What follows belongs to an exercise in optimizing a design on an open flow for small area; a production flow would make more cautious choices.
Only simulation tests tie the RTL to the original design; equivalence was not proved.

**flow/run.sh**
```bash
#!/bin/bash
set -e
export BUFFER_PORTS_ARGS="-buffer_cell sky130_fd_sc_hd__buf_1"
export CTS_ARGS="-sink_clustering_enable -repair_clock_nets -sink_clustering_size 30 -sink_clustering_max_diameter 80 -dont_use_dummy_load -root_buf sky130_fd_sc_hd__clkbuf_4 -tree_buf sky130_fd_sc_hd__clkbuf_4 -sink_clustering_buffer sky130_fd_sc_hd__clkbuf_16"
bash standard.sh > standard.log 2>&1
```
**standard.sh**
```bash
#!/bin/bash
# synth_recipe.tcl (not shown) runs the flow's synth.tcl, then flattens the netlist and writes it again
# the make line also repeats each setting of config.mk as NAME=value (left out here)
make -C /OpenROAD-flow-scripts/flow DESIGN_CONFIG=/design/flow/config.mk WORK_HOME=/design/flow/orfs CLKGATE_MAP_FILE= SYNTH_SCRIPT=/design/flow/synth_recipe.tcl "${@:-finish}"
```
**config.mk**
```make
export PLATFORM = sky130hd
export DESIGN_NAME = apollo_top
export DESIGN_NICKNAME = apollo_top
export VERILOG_FILES = /design/flow/design.v
export SDC_FILE = /design/flow/constraint.sdc
export NUM_CORES = 4
export LEC_CHECK = 0
export CAP_MARGIN = 20
export CORE_MARGIN = 2
export CORE_UTILIZATION = 65
export CTS_CLUSTER_DIAMETER = 80
export CTS_CLUSTER_SIZE = 30
export PLACE_DENSITY = 0.8
export SLEW_MARGIN = 20
```
**constraint.sdc**
```tcl
create_clock -name core_clock -period 20.0 [get_ports {clk}]
set_input_delay 4.0000 -clock core_clock [delete_from_list [all_inputs] [get_ports {clk}]]
set_output_delay 4.0000 -clock core_clock [all_outputs]
set_load 0.01 [all_outputs]
```
**design.v**
```verilog
module apollo_top(
	input clk,
	input rst_n,
	input rs232_rx,
	output rs232_tx,
	input [7:0] in_ad_data,
	output out_ad_clk,
	output Sftclk,
	output Lchclk,
	output SDout,
	output test1,
	output test2
);
reg [3:0] rxs;
always @(posedge clk or negedge rst_n)
	if (!rst_n) rxs <= 4'd0;
	else rxs <= {rxs[2:0], rs232_rx};
wire rx_neg = rxs[3] & rxs[2] & ~rxs[1] & ~rxs[0];
reg rx_busy, rx_int;
reg [8:0] rx_cnt;
reg [3:0] rx_num;
reg [7:0] rx_data;
wire rx_cnt_end = (rx_cnt == 9'd364);
always @(posedge clk)
	if (rx_busy && !rx_cnt_end) rx_cnt <= {rx_cnt[7:0], ~(rx_cnt[8] ^ rx_cnt[4])};
	else rx_cnt <= 9'd0;
wire rx_bps = (rx_cnt == 9'd155);	 
wire rx_num9 = rx_num[3] & rx_num[0];
always @(posedge clk or negedge rst_n)
	if (!rst_n) rx_busy <= 1'b0;
	else if (!rx_busy && rx_neg) rx_busy <= 1'b1;
	else if (rx_num9 && rx_bps) rx_busy <= 1'b0;
always @(posedge clk or negedge rst_n)
	if (!rst_n) begin
		rx_num <= 4'd0;
		rx_int <= 1'b0;
	end else if (rx_busy && rx_bps) begin
		if (!rx_num9) begin rx_num <= rx_num + 4'd1; rx_int <= 1'b0; end
		else begin rx_num <= 4'd0; rx_int <= 1'b1; end
	end else rx_int <= 1'b0;
always @(posedge clk)
	if (rx_busy && rx_bps && rx_num != 4'd0 && !rx_num9)
		rx_data <= {rs232_rx, rx_data[7:1]};
wire tx_write;
wire [7:0] tx_in;
reg [2:0] tw;
always @(posedge clk or negedge rst_n)
	if (!rst_n) tw <= 3'b111;
	else tw <= {tw[1:0], tx_write};
wire tx_start = tw[1] & ~tw[2];
reg tx_en, txr;
reg [7:0] tx_data;
reg [3:0] tx_num;
reg [8:0] tx_cnt;
wire tx_num11 = tx_num[3] & tx_num[1] & tx_num[0];
always @(posedge clk or negedge rst_n)
	if (!rst_n) tx_en <= 1'b0;
	else if (tx_start) tx_en <= 1'b1;
	else if (tx_num11) tx_en <= 1'b0;
always @(posedge clk)
	if (tx_start) tx_data <= tx_in;
wire tx_cnt_end = (tx_cnt == 9'd364);
always @(posedge clk)
	if (tx_en && !tx_cnt_end) tx_cnt <= {tx_cnt[7:0], ~(tx_cnt[8] ^ tx_cnt[4])};
	else tx_cnt <= 9'd0;
wire tx_bps = (tx_cnt == 9'd155);
always @(posedge clk or negedge rst_n)
	if (!rst_n) begin
		tx_num <= 4'd0;
		txr <= 1'b1;
	end else if (tx_en) begin
		if (tx_bps) begin
			tx_num <= tx_num + 4'd1;
			case (tx_num)
				4'd0: txr <= 1'b0;
				4'd1: txr <= tx_data[0];
				4'd2: txr <= tx_data[1];
				4'd3: txr <= tx_data[2];
				4'd4: txr <= tx_data[3];
				4'd5: txr <= tx_data[4];
				4'd6: txr <= tx_data[5];
				4'd7: txr <= tx_data[6];
				4'd8: txr <= tx_data[7];
				default: txr <= 1'b1;
			endcase
		end else if (tx_num11) tx_num <= 4'd0;
	end
assign rs232_tx = txr;
localparam S_IDLE = 3'd0, S_RESET = 3'd1, S_ON = 3'd2, S_OFF = 3'd3,
           S_STATUS = 3'd4, S_SILENCE = 3'd5, S_RETURN = 3'd6, S_LEVEL = 3'd7;
reg [3:0] cst;
wire [2:0] cs = cst[2:0];
wire in_ret = cst[3];
reg recv_en, ctr_out, recv_rst_r, p1, tx_write_r, txsel, refresh_r;
reg [1:0] txl;
reg [14:0] out_cnt;
reg [7:0] level_r;
reg [1:0] ssel;	 
wire [7:0] scode_r = (ssel == 2'd3) ? level_r : {6'd0, ssel};
always @(posedge clk or negedge rst_n)
	if (!rst_n) begin
		recv_en <= 1'b0; ctr_out <= 1'b0; recv_rst_r <= 1'b1; level_r <= 8'd100;
		p1 <= 1'b0; cst <= {1'b0, S_IDLE}; txl <= 2'd0; txsel <= 1'b0;
		tx_write_r <= 1'b0; refresh_r <= 1'b0;
	end else if (!in_ret) case (cs)
		S_IDLE:
			if (rx_int)
				case (rx_data)
					8'd1: cst <= {1'b0, S_RESET};
					8'd2: cst <= {1'b0, S_ON};
					8'd3: cst <= {1'b0, S_OFF};
					8'd4: cst <= {1'b0, S_STATUS};
					8'd5: cst <= {1'b0, S_SILENCE};
					8'd6: cst <= {1'b0, S_LEVEL};
					default: cst <= {1'b1, S_IDLE};
				endcase
		S_RESET: begin recv_rst_r <= 1'b0; cst <= {1'b1, S_RESET}; end
		S_ON:    begin recv_en <= 1'b1; cst <= {1'b1, S_ON}; end
		S_OFF:   begin recv_en <= 1'b0; cst <= {1'b1, S_OFF}; end
		S_STATUS: begin
			ctr_out <= 1'b1;
			if (out_cnt == 15'd0) tx_write_r <= 1'b0;
			else if (out_cnt == 15'd3) begin txl <= {recv_en, ctr_out}; txsel <= 1'b0; tx_write_r <= 1'b1; end
			else if (out_cnt == 15'd24978) tx_write_r <= 1'b0;
			else if (out_cnt == 15'd19178) begin txsel <= 1'b1; tx_write_r <= 1'b1; end
			else if (out_cnt == 15'd17894) cst <= {1'b1, S_STATUS};
		end
		S_SILENCE:
			if (rx_int) begin p1 <= (rx_data == 8'd1); cst <= {1'b1, S_SILENCE}; end
		S_LEVEL:
			if (rx_int) begin level_r <= rx_data; cst <= {1'b1, S_LEVEL}; end
		default: cst <= {1'b0, S_IDLE};
	endcase else begin
		if (cs == S_RETURN) cst <= {1'b0, S_IDLE};
		else cst <= {1'b1, S_RETURN};
		case (cs)
			S_RESET:   begin recv_rst_r <= 1'b1; refresh_r <= 1'b1; end
			S_ON:      begin refresh_r <= 1'b1; ctr_out <= 1'b1; txl <= recv_en ? 2'd1 : 2'd2; txsel <= 1'b0; tx_write_r <= 1'b1; end
			S_OFF:     begin refresh_r <= 1'b1; ctr_out <= 1'b1; txl <= recv_en ? 2'd2 : 2'd1; txsel <= 1'b0; tx_write_r <= 1'b1; end
			S_STATUS:  begin txl <= recv_en ? 2'd1 : 2'd2; txsel <= 1'b0; tx_write_r <= 1'b1; end
			S_SILENCE: ctr_out <= p1;
			S_LEVEL:   begin refresh_r <= 1'b1; txl <= 2'd1; txsel <= 1'b0; tx_write_r <= 1'b1; end
			S_RETURN:  tx_write_r <= 1'b0;
			default: ;
		endcase
	end
always @(posedge clk)
	if (!in_ret && cs == S_IDLE && rx_int && rx_data == 8'd4) out_cnt <= 15'd0;
	else if (!in_ret && cs == S_STATUS) out_cnt <= {out_cnt[13:0], ~(out_cnt[14] ^ out_cnt[13])};
always @(posedge clk)
	if (!in_ret)
		case (cs)
			S_RESET: ssel <= 2'd0;
			S_ON: ssel <= 2'd1;
			S_OFF: ssel <= 2'd2;
			S_LEVEL: if (rx_int) ssel <= 2'd3;
			default: ;
		endcase
wire [7:0] recv_in;
wire recv_write;
assign tx_in = ctr_out ? (txsel ? level_r : {6'd0, txl}) : recv_in;
assign tx_write = ctr_out ? tx_write_r : recv_write;
wire ce = recv_en;
wire rrst_n = rst_n & recv_rst_r;
reg [3:0] acnt;
reg [7:0] adout;
always @(posedge clk or negedge rrst_n)
	if (!rrst_n) acnt <= 4'd0;
	else if (ce) acnt <= acnt + 4'd1;
always @(posedge clk or negedge rrst_n)
	if (!rrst_n) adout <= 8'd0;
	else if (ce && acnt == 4'd10) adout <= in_ad_data;
assign out_ad_clk = acnt[3];
wire den = (acnt == 4'd11);	 
wire a13 = (acnt == 4'd13);
wire bdata = adout > level_r;
assign test1 = bdata;
reg [4:0] gcnt;
reg g8;
wire g25 = gcnt[4] & gcnt[3] & gcnt[0];
always @(posedge clk or negedge rrst_n)
	if (!rrst_n) begin gcnt <= 5'd0; g8 <= 1'b0; end
	else if (ce) begin
		if (g25) begin g8 <= ~g8; gcnt <= 5'd0; end
		else gcnt <= gcnt + 5'd1;
	end
wire pe = ce & g25 & ~g8;
wire ne = ce & g25 & g8;
wire g11 = (gcnt == 5'd11);
reg [3:0] cdc;
reg nh9, nh7;
reg fb1;	 
wire cd_en = (cdc == 4'd0) & ~fb1;
reg ahead_mid, behind_mid;
wire ahead = ahead_mid & cd_en;
wire behind = behind_mid & cd_en;
wire num8 = ~ahead & ~behind;
wire [3:0] nhm1 = nh9 ? 4'd8 : (nh7 ? 4'd6 : 4'd7);
always @(posedge clk or negedge rrst_n)
	if (!rrst_n) begin cdc <= 4'd0; nh9 <= 1'b0; nh7 <= 1'b0; end
	else if (pe) begin
		cdc <= cdc + 4'd1;
		if (cdc == 4'd0) begin nh9 <= ahead; nh7 <= behind; end
		else if (cdc == nhm1) cdc <= 4'd0;
	end
reg [3:0] adder, count_num, adder_mid;
reg ama0, ama8;	 
reg add_permit, firstbit;
always @(posedge clk or negedge rrst_n)
	if (!rrst_n) begin
		add_permit <= 1'b0; count_num <= 4'd0; adder <= 4'd0;
		adder_mid <= 4'd4; ama0 <= 1'b0; ama8 <= 1'b0; firstbit <= 1'b0;
	end else if (pe) begin
		if (cd_en && num8) begin
			ama0 <= (adder_mid == 4'd0);
			ama8 <= (adder_mid == 4'd8);
			add_permit <= 1'b1;
			count_num <= count_num + 4'd1;
			firstbit <= bdata;
			adder <= adder + {3'd0, bdata};
		end
		if (!cd_en && add_permit) begin
			if (count_num == 4'd7) begin
				count_num <= 4'd0;
				adder_mid <= adder + {3'd0, bdata};
				adder <= 4'd0;
			end else begin
				count_num <= count_num + 4'd1;
				adder <= adder + {3'd0, bdata};
			end
		end else if (!num8) begin
			add_permit <= 1'b0; count_num <= 4'd0; adder <= 4'd0; adder_mid <= 4'd4; firstbit <= 1'b0;
		end
	end
wire am_lo = (adder_mid != 4'd0) && (adder_mid < 4'd4);
wire am_hi = (adder_mid > 4'd4) && (adder_mid < 4'd8);
wire pd_ahead = (am_lo & ~firstbit) | (am_hi & firstbit)
	| ((adder_mid == 4'd8) & ama0)
	| ((adder_mid == 4'd0) & ama8);
wire pd_behind = (am_lo & firstbit) | (am_hi & ~firstbit);
always @(posedge clk or negedge rrst_n)
	if (!rrst_n) begin ahead_mid <= 1'b0; behind_mid <= 1'b0; end
	else if (ne) begin
		ahead_mid <= cd_en & num8 & pd_ahead;
		behind_mid <= cd_en & num8 & pd_behind;
	end
reg bin;
wire syn_neg = g8 & (gcnt == 5'd0) & (cdc == 4'd1);
wire ben = g8 & (gcnt == 5'd1) & (cdc == 4'd1);
always @(posedge clk)
	if (ce && syn_neg) bin <= bdata;
assign test2 = ben;
reg [12:0] wr, k7, k8;
wire snap = ce & g8 & (gcnt == 5'd9);	 
wire [3:0] nhm2 = nh9 ? 4'd7 : (nh7 ? 4'd5 : 4'd6);
always @(posedge clk)
	if (snap && (cdc == nhm2 || (cdc == 4'd0 && pd_ahead))) k7 <= wr;
always @(posedge clk)
	if (snap && cdc == nhm1) k8 <= wr;
wire [12:0] ksel = (nh7 | nh9) ? k7 : k8;
wire wr_add = ce & a13;
wire wr_sub = ce & ben & ~fb1;
always @(posedge clk or negedge rrst_n)
	if (!rrst_n) begin wr <= 13'd0; fb1 <= 1'b1; end
	else begin
		if (wr_add | wr_sub) wr <= wr + (wr_add ? {5'd0, adout} : ~ksel) + {12'd0, ~wr_add};
		if (ce && ben) fb1 <= 1'b0;
	end
wire [6:0] aver = wr[12:6];
reg [6:0] llv;
reg [6:0] asnap;	 
always @(posedge clk or negedge rrst_n)
	if (!rrst_n) llv <= 7'd0;
	else if (ce && ben && !bin) llv <= aver;
always @(posedge clk)
	if (ce && ben && bin) asnap <= aver;
wire [7:0] rssi = {1'b0, asnap} - {1'b0, llv};
reg [511:0] rring;
reg [5:0] rd;
reg rW, rclr;
wire rwr = rW & (rd == 6'd0);
always @(posedge clk)
	rring <= {rring[503:0], rwr ? rssi : (rclr ? 8'd0 : rring[511:504])};
always @(posedge clk or negedge rrst_n)
	if (!rrst_n) begin rd <= 6'd0; rW <= 1'b0; rclr <= 1'b1; end
	else begin
		if (!rwr) rd <= rd - 6'd1;
		if (rd == 6'd1) rclr <= 1'b0;
		if (rwr) rW <= 1'b0;
		else if (ce && ben && bin) rW <= 1'b1;
	end
reg [43:0] bre;	 
reg [43:0] bro;	 
wire [87:0] bbuf;
genvar gi;
generate for (gi = 0; gi < 44; gi = gi + 1) begin : g_bb
	assign bbuf[2*gi] = bre[gi];
	assign bbuf[2*gi+1] = bro[gi];
end endgenerate
reg [6:0] phc;
reg bW, mflag, bclr;
wire aligned = (phc == 7'd0);
wire bpush = aligned & (bW | (ce & ben));
wire phc_end = phc[6] & phc[4] & phc[2] & phc[1] & phc[0];	 
always @(posedge clk)
	bre <= {bro[42:0], bpush ? bin : (bro[43] & ~bclr)};
always @(posedge clk)
	bro <= bre;
always @(posedge clk or negedge rrst_n)
	if (!rrst_n) begin phc <= 7'd0; bW <= 1'b0; bclr <= 1'b1; end
	else begin
		if (bpush || phc_end) phc <= 7'd0;
		else phc <= phc + 7'd1;
		if (phc_end) bclr <= 1'b0;
		if (bpush) bW <= 1'b0;
		else if (ce && ben) bW <= 1'b1;
	end
always @(posedge clk)
	if (aligned)
		mflag <= ~bclr & bbuf[87] & bbuf[86] & ~bbuf[85] & ~bbuf[84] & ~bbuf[3] & ~bbuf[2] & bbuf[1] & bbuf[0];
reg dpend_f;	 
always @(posedge clk or negedge rrst_n)
	if (!rrst_n) dpend_f <= 1'b0;
	else if (ce) begin
		if (ben && mflag) dpend_f <= 1'b1;
		else if (g11) dpend_f <= 1'b0;
	end
wire fden = dpend_f & g11;
reg ts, ts_r;
reg [12:0] ocnt;
reg [3:0] fcnt;
wire tsp = ts & ~ts_r;
wire oc6000 = (ocnt == 13'd1111);
wire oc50 = (ocnt == 13'd315);
wire [12:0] ocnt_nx = {ocnt[11:0], ~(ocnt[12] ^ ocnt[3] ^ ocnt[2] ^ ocnt[0])};
always @(posedge clk or negedge rrst_n)
	if (!rrst_n) begin ts <= 1'b0; ts_r <= 1'b0; end
	else if (ce) begin
		ts_r <= ts;
		if (fden) ts <= 1'b1;
		else if (fcnt[3]) ts <= 1'b0;
	end
always @(posedge clk)
	if (ce) begin
		if (tsp) ocnt <= 13'd0;
		else if (ts) begin
			if (oc6000) ocnt <= 13'd0;
			else ocnt <= ocnt_nx;
		end else ocnt <= 13'd0;
	end
always @(posedge clk or negedge rrst_n)
	if (!rrst_n) fcnt <= 4'd8;
	else if (ce) begin
		if (tsp) fcnt <= 4'd0;
		else if (ts) begin
			if (oc6000) fcnt <= fcnt + 4'd1;
		end else fcnt <= 4'd0;
	end
reg [14:0] racc;	 
reg spend, sact;
wire sstart = spend & ~rW & (rd == 6'd0);
always @(posedge clk or negedge rrst_n)
	if (!rrst_n) begin spend <= 1'b0; sact <= 1'b0; end
	else begin
		if (ce && tsp) spend <= 1'b1;
		else if (sstart) spend <= 1'b0;
		if (sstart) sact <= 1'b1;
		else if (rd == 6'd1) sact <= 1'b0;
	end
always @(posedge clk)
	if (sstart) racc <= {7'd0, rring[511:504]};
	else if (sact) racc <= racc + {7'd0, rring[511:504]};
wire [7:0] f_rssi = racc[14:7];
reg [39:0] fc;
reg floadW, floading, fshp, fshact;
wire fload = floadW & aligned & ~bW;
wire ftap = bbuf[86] & ~bbuf[85];
wire fc_sh = (floading & ~phc[0] & (phc != 7'd0)) | fshact;
always @(posedge clk)
	if (fc_sh) fc <= {fc[38:0], ftap};
always @(posedge clk or negedge rrst_n)
	if (!rrst_n) begin floadW <= 1'b0; floading <= 1'b0; fshp <= 1'b0; fshact <= 1'b0; end
	else begin
		if (fload) floadW <= 1'b0;
		else if (ce && tsp) floadW <= 1'b1;
		if (fload) floading <= 1'b1;
		else if (phc == 7'd80) floading <= 1'b0;
		if (ce && ts && ocnt == 13'd6453 && (fcnt == 4'd1 || fcnt == 4'd2 || fcnt == 4'd3))
			fshp <= 1'b1;	 
		else if (fshp && phc == 7'd7) fshp <= 1'b0;
		if (fshp && phc == 7'd7) fshact <= 1'b1;	 
		else if (phc == 7'd15) fshact <= 1'b0;
	end
reg [7:0] fb;
always @(*)
	case (fcnt[2:0])
		3'd0: fb = 8'hCA;
		3'd4: fb = fc[31:24];
		3'd6: fb = f_rssi;
		3'd7: fb = 8'hFE;
		default: fb = fc[39:32];
	endcase
assign recv_in = fcnt[3] ? 8'd0 : fb;
assign recv_write = ts & (ocnt == 13'd631);	 
localparam B_IDLE = 3'd0, B_SHIFT = 3'd1, B_WJ = 3'd2, B_JUDGE = 3'd3, B_ADD = 3'd4;
reg [2:0] bst;
reg [3:0] shift_time;
reg [7:0] rb;
reg [1:0] b2;
reg [3:0] b1, b0;
reg [9:0] bcd;
wire early = shift_time[3] & (shift_time[1] | shift_time[0]);	 
wire cdone = (shift_time == 4'd0);	 
wire ge1 = (b1 >= 4'd5);
wire ge0 = (b0 >= 4'd5);
always @(posedge clk or negedge rst_n)
	if (!rst_n) bst <= B_IDLE;
	else case (bst)
		B_IDLE: if ((scode_r != 8'd0) && refresh_r) bst <= B_SHIFT;
		B_SHIFT: bst <= B_WJ;
		B_WJ: bst <= cdone ? B_IDLE : B_JUDGE;
		B_JUDGE: bst <= (ge1 | ge0) ? B_ADD : B_SHIFT;
		B_ADD: bst <= B_SHIFT;
		default: bst <= B_IDLE;
	endcase
always @(posedge clk)
	case (bst)
		B_IDLE: begin shift_time <= 4'd10; rb <= scode_r; b2 <= 2'd0; b1 <= 4'd0; b0 <= 4'd0; end
		B_SHIFT: begin
			{b2, b1, b0} <= {b2[0], b1, b0, early ? 1'b0 : rb[shift_time[2:0] - 3'd1]};
			shift_time <= shift_time - 4'd1;
		end
		B_ADD: begin
			if (ge1) b1 <= b1 + 4'd3;
			if (ge0) b0 <= b0 + 4'd3;
		end
		default: ;
	endcase
always @(posedge clk or negedge rst_n)
	if (!rst_n) bcd <= 10'd0;
	else if (bst == B_WJ && cdone) bcd <= {b2, b1, b0};
reg db;	 
reg [5:0] dq;
reg lch;
reg [1:0] dpy_n;
reg [3:0] dig;
wire dq_end = db ? (dq[5] & dq[3]) : (dq[5] & dq[2] & dq[0]);	 
always @(posedge clk or negedge rst_n)
	if (!rst_n) begin db <= 1'b1; dq <= 6'd36; end
	else if (dq_end) begin db <= ~db; dq <= 6'd0; end
	else dq <= dq + 6'd1;
always @(posedge clk or negedge rst_n)
	if (!rst_n) lch <= 1'b0;
	else if (db && dq == 6'd35) lch <= 1'b1;
	else if (db && dq == 6'd39) lch <= 1'b0;
always @(posedge clk or negedge rst_n)
	if (!rst_n) dpy_n <= 2'd0;
	else if (db && dq == 6'd36 && lch) dpy_n <= dpy_n + 2'd1;
always @(posedge clk or negedge rst_n)
	if (!rst_n) dig <= 4'd0;
	else if (!db && dq == 6'd34)
		case (dpy_n)
			2'd0: dig <= bcd[3:0];
			2'd1: dig <= bcd[7:4];
			2'd2: dig <= {2'd0, bcd[9:8]};
			default: dig <= 4'd0;
		endcase
reg [7:0] seg;
always @(*)
	case (dig)
		4'd0: seg = 8'b1100_0000;
		4'd1: seg = 8'b1111_1001;
		4'd2: seg = 8'b1010_0100;
		4'd3: seg = 8'b1011_0000;
		4'd4: seg = 8'b1001_1001;
		4'd5: seg = 8'b1001_0010;
		4'd6: seg = 8'b1000_0010;
		4'd7: seg = 8'b1111_1000;
		4'd8: seg = 8'b1000_0000;
		default: seg = 8'b1001_0000;
	endcase
reg [2:0] bi;	 
always @(*)
	case (dq[5:2])
		4'd0, 4'd1: bi = 3'd7;
		4'd2: bi = 3'd6;
		4'd3: bi = 3'd5;
		4'd4: bi = 3'd4;
		4'd5: bi = 3'd3;
		4'd6: bi = 3'd2;
		4'd7: bi = 3'd1;
		default: bi = 3'd0;
	endcase
wire [7:0] sel_byte = {4'd0, dpy_n == 2'd0, dpy_n == 2'd1, dpy_n == 2'd2, dpy_n == 2'd3};
assign Sftclk = (dq[1] ^ dq[0]) & (dq[5:2] != 4'd0) & (dq[5:2] != 4'd9);
assign Lchclk = lch;
assign SDout = db ? seg[bi] : sel_byte[bi];
endmodule
```
==> results.cfg <==
[status]
status = finished clean

[timing]
relSlewSlack_pct = 33.7
drv_slew = 0
fin_crit_sh_pct = 36.9
rsz0062_at_grt = no
worst_pin_slew_ns = 0.995
fin_tns_setup_ns = 0
min_period_ns = 7.38
skew_ns = 0.148
hold_viol_final = 0
max_freq_mhz = 135
setup_viol = 0

[layout]
post-route-util_pct = 69.7
stdcell_count = 2748
area_growth_pct = 5.43
n_fill_cell = 2918
postLayoutCellArea_sq_um = 30100
finalNetCount = 2263
layout-drive-gt1-share_pct = 5.41

[synth]
netlist_top_cells_area = dfxtp_1 45%, edfxtp_1 14%, dfrtp_1 13%
postSynth.asyncResetShare_pct = 17.1
netlist_instances = 2151
synth.most_common_cell = dfxtp_1
syn_area_sq_um = 28500
ys_seq_elements = 936
yosys_warnings = 1
synth_commonest_cells = 640 x dfxtp_1, 172 x nand2_1, 144 x dfrtp_1
synth_flop_cell = dfxtp_1
synth_seq_area_share_pct = 73.3
syn_avg_cell_area_sq_um = 13.3
netlist.top_cell.by_area = dfxtp_1
synth_edf_count = 136
synth_top_cell_area_share_pct = 44.9
ys_types = 81
syn-num-nets = 2250

[pwr]
ir_drop_uv = 82.8
powerDensity_nw_per_um2 = 92.3
leakage_nw = 11.9
power.total_w = 0.00278

[clock_network]
clock_path_buffers = 3
postCtsSetupBuffers = 0
clkLatencyLatePin_ns = 0.93
clock-sinks = 936
cts.clk_slew.worst_paths_ns = 0.10
hold_buffers = 0
ctsRootBufferMaster = clkbuf_4
cts_tree = yes
cts_resized = 0
cts_buffers = 40
htree_levels = 2

[grt]
grt_pass1_wl_mm = 76.1
overflow = 0
antenna_found_initial = 1
grt_max_degree = 73
grt_pass1_vias = 15100
grt_use_total_pct = 20.9

[critical_path]
r2r_end = wr[12]
crit_path_end_kind = primary output
crit_path_end = SDout
cp_max_fo = 9
reg2reg_from = recv_en
worstPathArrival_ns = 3.38
criticalPathCategory = flip-flop to primary output
required_ns = 16.00
critPathLaunchType = flip-flop
r2r_slack_ns = 16.20
ff2ff_path_depth = 12
startpoint = dq[2]

[place]
place_inst = 2707
io_buffers = 17
place_congestion = 0.857
dpl_cell_area_sq_um = 29200
dp_hpwl_mm = 29.1

[hold_path]
hp-class = flip-flop to flip-flop

[drt]
vias = 15300
drt-total-wl_mm = 45.9
via_per_inst = 5.57
drcViolationCount = 0
wire_per_inst_microns = 16.7
ant_nets = 0
first_pass_iters = 8
drtIter0Drc = 1509

[die]
fp.dieH_microns = 213
io_pins = 18
rows = 76
start_util_pct = 66.1
core_area_sq_um = 43200
chipWidth_microns = 213
dieArea_sq_um = 45600

[run]
cap_violations = 0
==> critical path, stage by stage (launching register included) <==
cell and delay [ns]:
dfstp_2 0.64, inv_1 0.11, ha_1 0.19, nor2b_1 0.13
a211oi_2 0.56, a22oi_1 0.20, o32ai_1 0.27, a211oi_1 0.08
o211ai_1 0.20, buf_1 0.19
==> worst min path at each step <==
stage / slack [ns] / from / to / depth (start not counted)
after floorplan: 0.31 / bro[9] / bre[10] / 0
after global placement: 0.31 / rring[165] / rring[173] / 0
after detailed placement: 0.31 / rring[305] / rring[313] / 0
after CTS: 0.26 / rring[351] / rring[359] / 0
after global routing: 0.26 / rring[351] / rring[359] / 0
final: 0.27 / rring[351] / rring[359] / 0
==> cells by family (layout without fill, tap and decap cells) <==
logic type	after synthesis	in the layout	synth area share, %
fa+ha+maj	89	89	4.00
other cells	0	1	0
xor+xnor	59	59	1.81
simple gates	538	538	9.60
buf+inv	128	139	1.79
flops	936	936	73.3
compound gates	361	361	7.83
mux	40	40	1.63
==> layout by cell type (no fill, tap or decap), types with 26 or more instances in the layout <==
| cell | Yosys | final |
|---|---|---|
| a21oi_1 | 79 | 79 |
| a31oi_1 | 26 | 26 |
| and2_1 | 35 | 34 |
| clkbuf_16 | 0 | 35 |
| dfrtp_1 | 144 | 144 |
| dfxtp_1 | 640 | 640 |
| edfxtp_1 | 136 | 136 |
| ha_1 | 84 | 84 |
| inv_1 | 73 | 73 |
| mux2_2 | 31 | 31 |
| nand2_1 | 172 | 172 |
| nand3_1 | 35 | 35 |
| nor2_1 | 117 | 117 |
| nor2b_1 | 28 | 28 |
| o21ai_0 | 122 | 121 |
| xnor2_1 | 28 | 28 |
| xor2_1 | 31 | 31 |
==> metrics by stage <==
| stage | setup slack [ns] | hold slack (ns) |
|---|---|---|
| after detailed placement | 13.48 | 0.312 |
| after floorplan | 13.10 | 0.310 |
| after CTS | 12.54 | 0.259 |
| final | 12.62 | 0.270 |
| after global placement | 13.58 | 0.310 |
| after global routing | 12.39 | 0.264 |
==> report_power, final <==
| group | total, W | internal, W | switching (W) |
|---|---|---|---|
| clock | 0.000831 | 0.000319 | 0.000512 |
| sequential | 0.00192 | 0.00192 | 0.00000822 |
| combinational | 0.0000214 | 0.0000113 | 0.0000101 |
| total | 0.00278 | 0.00225 | 0.000530 |
==> metal layers <==
metal  vias to the layer above  GRT usage (%)  wire length [microns]
li1                       7387              -                      -
met1                      7435           30.1                  21300
met2                       392           32.5                  21000
met3                       100           3.15                   2230
met4                         0           7.66                   1390
met5                         -              0                      0
==> final cells by class <==
type                    instances  area, sq um  area share, %
clock buffers                  40          913           3.04
flip-flops and latches        936        20900           69.6
diodes                          1         2.50        0.00832
well taps                     585          732           2.43
multi-input cells            1087         7100           23.6
inverters                      74          278          0.924
repair buffers                 25          125          0.416
==> state kept, by name (all words and copies together), names as in the netlist, 10 cells and up, named ones only <==
register	flops
bcd	10
bre	44
bro	44
fc	40
k7	13
k8	13
ocnt	13
out_cnt	15
racc	15
rring	512
wr	13

-- port drivers added, routing unchanged --
In the flow no input, the clock included, has a driving cell. The finished layout below was timed again as built, in two steps. Step 1: set_driving_cell puts a clkbuf_16 on clk and a buf_2 on each other input, an assumption about the parent block. Step 2, shift: input delay + t, output delay - t, t = (earliest + latest rising clock arrival at the registers) / 2. This alone moves slack from input paths to output paths. Slacks: ideal ports / drivers / drivers and shift; pairs: ideal ports / drivers.
t, ns: 0.905
setup slack, ns: 12.618 / 12.569 / 13.474
slew at the worst register clock pin (ns): 0.11 / 0.11
After both steps setup and hold are still met in this run. The setup slack of this run moves by -0.049 ns with the drivers and by +0.856 ns with both steps.
